Source: an optimization exercise on an open RTL-to-GDS flow (aim: small area, a short achievable clock period and few clock cycles per item). Production flows keep margins and buffers that such runs may drop.
Function was checked by simulation only, so behaviour that the tests miss may differ from the original.

== run 1 ==
## RC6encryption
module RC6encryption(
	input		wire			  	inClk,
	input		wire				inReset,
	input		wire				inKeyWr,
	input		wire				inDataWr,
	input 	wire 	[127:0] 	inData,
	input		wire	[255:0] 	inKey,
	output 	wire 	[127:0] 	outData,
	output	wire				outBusy
	);
==> flow/config.mk <==
export PLATFORM = sky130hd
export DESIGN_NAME = RC6encryption
export DESIGN_NICKNAME = RC6encryption
export VERILOG_FILES = /design/flow/design.v
export SDC_FILE = /design/flow/constraint.sdc
export NUM_CORES = 4
export LEC_CHECK = 0
export CAP_MARGIN = 30
export CORE_MARGIN = 2
export CORE_UTILIZATION = 55
export CTS_CLUSTER_DIAMETER = 60
export CTS_CLUSTER_SIZE = 25
export SLEW_MARGIN = 30
export SYNTH_HIERARCHICAL = 1
==> flow/constraint.sdc <==
create_clock -name core_clock -period 20.0 [get_ports {inClk}]
set_input_delay 4.0000 -clock core_clock [delete_from_list [all_inputs] [get_ports {inClk}]]
set_output_delay 4.0000 -clock core_clock [all_outputs]
set_load 0.01 [all_outputs]
standard.sh (not shown) runs the stock make flow with config.mk's settings and CLKGATE_MAP_FILE= SYNTH_SCRIPT=/design/flow/synth_recipe.tcl, a recipe that flattens the netlist after the stock synthesis.
==> flow/flow/run.sh <==
#!/bin/bash
# The standard ORFS layout (the standard.sh: unchanged synthesis and steps)
# with two knobs the settings list does not offer:
#  - the port buffers that every input and output gets are buf_2 cells.
set -euo pipefail
bash standard.sh SETUP_SLACK_MARGIN=14.2 "BUFFER_PORTS_ARGS=-buffer_cell sky130_fd_sc_hd__buf_2" finish > standard.log 2>&1
Run 1 reached the end of the flow, and the finished layout is clean on the timing, DRC and antenna checks.
Testbench counts of run 1, summed over its fixed seeds: cycles 42,560, items 320.
### run 1 -> run 2
- a change of CORE_UTILIZATION from 55 to 40
==> flow/flow/run.sh <==
#!/bin/bash
# The standard ORFS layout (the standard.sh: unchanged synthesis and steps)
# with two knobs the settings list does not offer:
#  - the port buffers that every input and output gets are buf_2 cells.
set -euo pipefail
bash standard.sh SETUP_SLACK_MARGIN=15 "BUFFER_PORTS_ARGS=-buffer_cell sky130_fd_sc_hd__buf_2" finish > standard.log 2>&1
### Flow results
- Run 2 vs run 1, final critical-path required period went down by 0.11 ns.
- Run 2 against run 1: worst slack at placement went up by 0.061 ns; sequential portion of the cell area went down by 3.3 points.
- The end of the critical path comes out outData[90] in one run and lr[7][27] in the other, namely in run 2 and run 1 respectively.
- Run 2 vs run 1, most used routing layer in global routing: met2 vs met1
- The first element of the critical path comes out d0[2] in one run and Br[1] in the other, namely in run 2 and run 1 respectively.
- Per the comparison of run 2 with run 1, post-CTS resize count grew by 686, global-route track usage on met1 shrank by 11 points, via count grew by about 4%.
The inputs of run 3 differ from those of run 2 as listed below.
- changing CORE_UTILIZATION from 40 to 55
[summary]
Per the final summary, run 3 finished and its layout is clean on timing, DRC and antenna.
Run 2: all stages complete, timing, DRC and antenna checks passed
Compared with run 2, in run 3 number of unique standard cell types used by synthesis held steady, met3 track utilization from global routing grew by 6.1 points, vias after detailed routing held steady, via count of the first global-routing pass shrank by about 1.9%, cell area shrank by 1700 sq um.
Higher time the final worst path needs with I/O delays and setup among run 3 and run 2: run 2
Global-route usage was lower in the run labelled run 2.
d2[8] as the origin of the worst setup path was reported by run 3, and d0[2] by run 2.
Compared with run 2, routed wire length in run 3 decreased by a few percent.
Compared with run 2, in run 3 proportion of cell area occupied by registers increased by 0.71 points relative to the old numbers; non-clock buffer count decreased by 0.77% relative to the old numbers.
Edits applied to the flow inputs when going from run 3 to run 4:
- CORE_UTILIZATION now 40, was 55
- CTS_CLUSTER_SIZE no longer set, was 25
- CTS_CLUSTER_DIAMETER no longer set, was 60
Results
From run 3 to run 4 the numbers moved as follows: number of vias per cell after detailed routing now sits lower; clock latency at the later pin of the worst-skew pair went up by 0.07 ns; sequential share of cell area fell 1.6 points.
Run 4 vs run 3: die boundary height up
When run 4 is set beside run 3, its total die area turns out to be 37% larger.

---

== yarrow ==
RC6encryption, a different RTL version from the one above (not shown whole).
For scale: about 7,000 cells after synthesis, about 520 I/O pins, roughly 84,000 um^2 of cells after synthesis.
export LEC_CHECK = 0
export CAP_MARGIN = 30
export CORE_MARGIN = 2
export CORE_UTILIZATION = 55
export CTS_CLUSTER_DIAMETER = 60
export CTS_CLUSTER_SIZE = 25
export GPL_ROUTABILITY_DRIVEN = 0
export SLEW_MARGIN = 30
export SYNTH_HIERARCHICAL = 1
create_clock -name core_clock -period 20.0 [get_ports {inClk}]
==> flow/flow/run.sh <==
#!/bin/bash
# The standard ORFS layout (the standard.sh: unchanged synthesis and steps)
# with two knobs the settings list does not offer:
#  - the port buffers that every input and output gets are buf_1 cells.
set -euo pipefail
bash standard.sh SETUP_SLACK_MARGIN=14.45 "BUFFER_PORTS_ARGS=-buffer_cell sky130_fd_sc_hd__buf_1" finish > standard.log 2>&1
Testbench counts of yarrow, summed over its fixed seeds: cycles 42,560, items 320.
## Diff of input files: quartz against yarrow
Settings: clearing GPL_ROUTABILITY_DRIVEN, which used to be 0; putting TNS_END_PERCENT at 30 where nothing was set.
==> flow/flow/run.sh <==
#!/bin/bash
# The standard ORFS layout (the standard.sh: unchanged synthesis and steps)
# with two knobs the settings list does not offer:
#  - the port buffers that every input and output gets are buf_2 cells.
set -euo pipefail
bash standard.sh SETUP_SLACK_MARGIN=14.45 "BUFFER_PORTS_ARGS=-buffer_cell sky130_fd_sc_hd__buf_2" finish > standard.log 2>&1
==> comparison <==
- Measured against each other, quartz and yarrow differ in number of buffers other than clock buffers in the final layout, the higher figure coming from yarrow.
- | number of antenna violations at the first check in global routing | higher: quartz |
- quartz vs yarrow, minimum clock period after layout went up by 0.088 ns.
- quartz: antenna diode instance count is 1 lower than what yarrow reported.
- quartz vs. yarrow: global-route wire length before repair rose by 1.8%, worst hold slack fell by 0.049 ns.
- d2[2] as the critical path launch point was reported by yarrow, and d2[7] by quartz.
Changes in zinc relative to quartz:
Settings: clearing TNS_END_PERCENT, which used to be 30; swapping 60 for 65 in CTS_CLUSTER_DIAMETER; swapping 30 for 25 in CAP_MARGIN; swapping 25 for 30 in CTS_CLUSTER_SIZE; swapping 30 for 25 in SLEW_MARGIN.
## What came out
Against quartz as the reference, zinc delivers a higher met3 wirelength from detailed routing.
Diff quartz -> zinc: multi-input logic area barely changed.
Met2 track demand over resource in global routing (higher): quartz
zinc reports its timing startpoint of the critical path as d0[6] while quartz reports d2[7].
Taking quartz as the reference, in zinc wire length reported by the detailed router picked up an extra 0.40%; achievable frequency picked up an extra 2.8%.
diff inputs: zinc => fjord
Settings: setting GPL_ROUTABILITY_DRIVEN to 0 for the first time; changing CTS_CLUSTER_SIZE from 30 to 25; changing SLEW_MARGIN from 25 to 30; changing CAP_MARGIN from 25 to 30; changing CTS_CLUSTER_DIAMETER from 65 to 60.
--- outcome ---
[fjord vs zinc] multi-input combinational area share: lower in fjord. In fjord, the routed wire length on met2 came out 2.5% below the value in zinc. Per the comparison of fjord with zinc, minimum setup slack after placement -0.057 ns; routed wire length per instance went down 2.0%; final worst-path cycle share did not really move. zinc leaves less setup margin than fjord. On sequential cell area, fjord and zinc are neck and neck.

[static timing again, ports no longer ideal]
The results above use ideal ports. As a check the final layouts listed here were re-extracted and re-timed, cells and wires unchanged.
Step 1: set_driving_cell puts a clkbuf_16 on inClk and a buf_2 on each other input, an assumption about the parent block.
Step 2 times the ports against the registers' clock, not the clock port: input delays grow and output delays shrink by t, the midpoint of the rising clock arrivals with the driver on.
Slacks: no drivers / after step 1 / after step 2; pairs: no drivers / after step 1.
run	t (ns)	slack for setup (ns)	hold WS [ns]	clock arrival spread, ns	worst data-port slew with drivers (ns)
run 1	0.896	14.252 / 14.159 / 14.252	0.312 / 0.312 / 0.312	0.060 / 0.060	0.11
run 2	0.920	14.365 / 14.275 / 14.747	0.305 / 0.305 / 0.305	0.088 / 0.088	0.24
run 3	0.882	14.409 / 14.323 / 14.464	0.306 / 0.306 / 0.306	0.096 / 0.096	0.14
run 4	0.949	14.337 / 14.248 / 14.716	0.236 / 0.236 / 0.236	0.099 / 0.100	0.23
yarrow	0.851	14.401 / 14.316 / 13.882	0.293 / 0.293 / 0.293	0.062 / 0.063	0.08
quartz	0.840	14.314 / 14.232 / 13.739	0.244 / 0.244 / 0.244	0.132 / 0.132	0.10
zinc	0.833	14.468 / 14.385 / 13.812	0.305 / 0.305 / 0.305	0.114 / 0.113	0.10
fjord	0.861	14.477 / 14.390 / 13.840	0.276 / 0.276 / 0.276	0.105 / 0.105	0.08
After both steps every run listed still meets setup and hold. The setup slack of zinc, which loses most, moves by -0.083 ns with the drivers and by -0.656 ns with both steps.
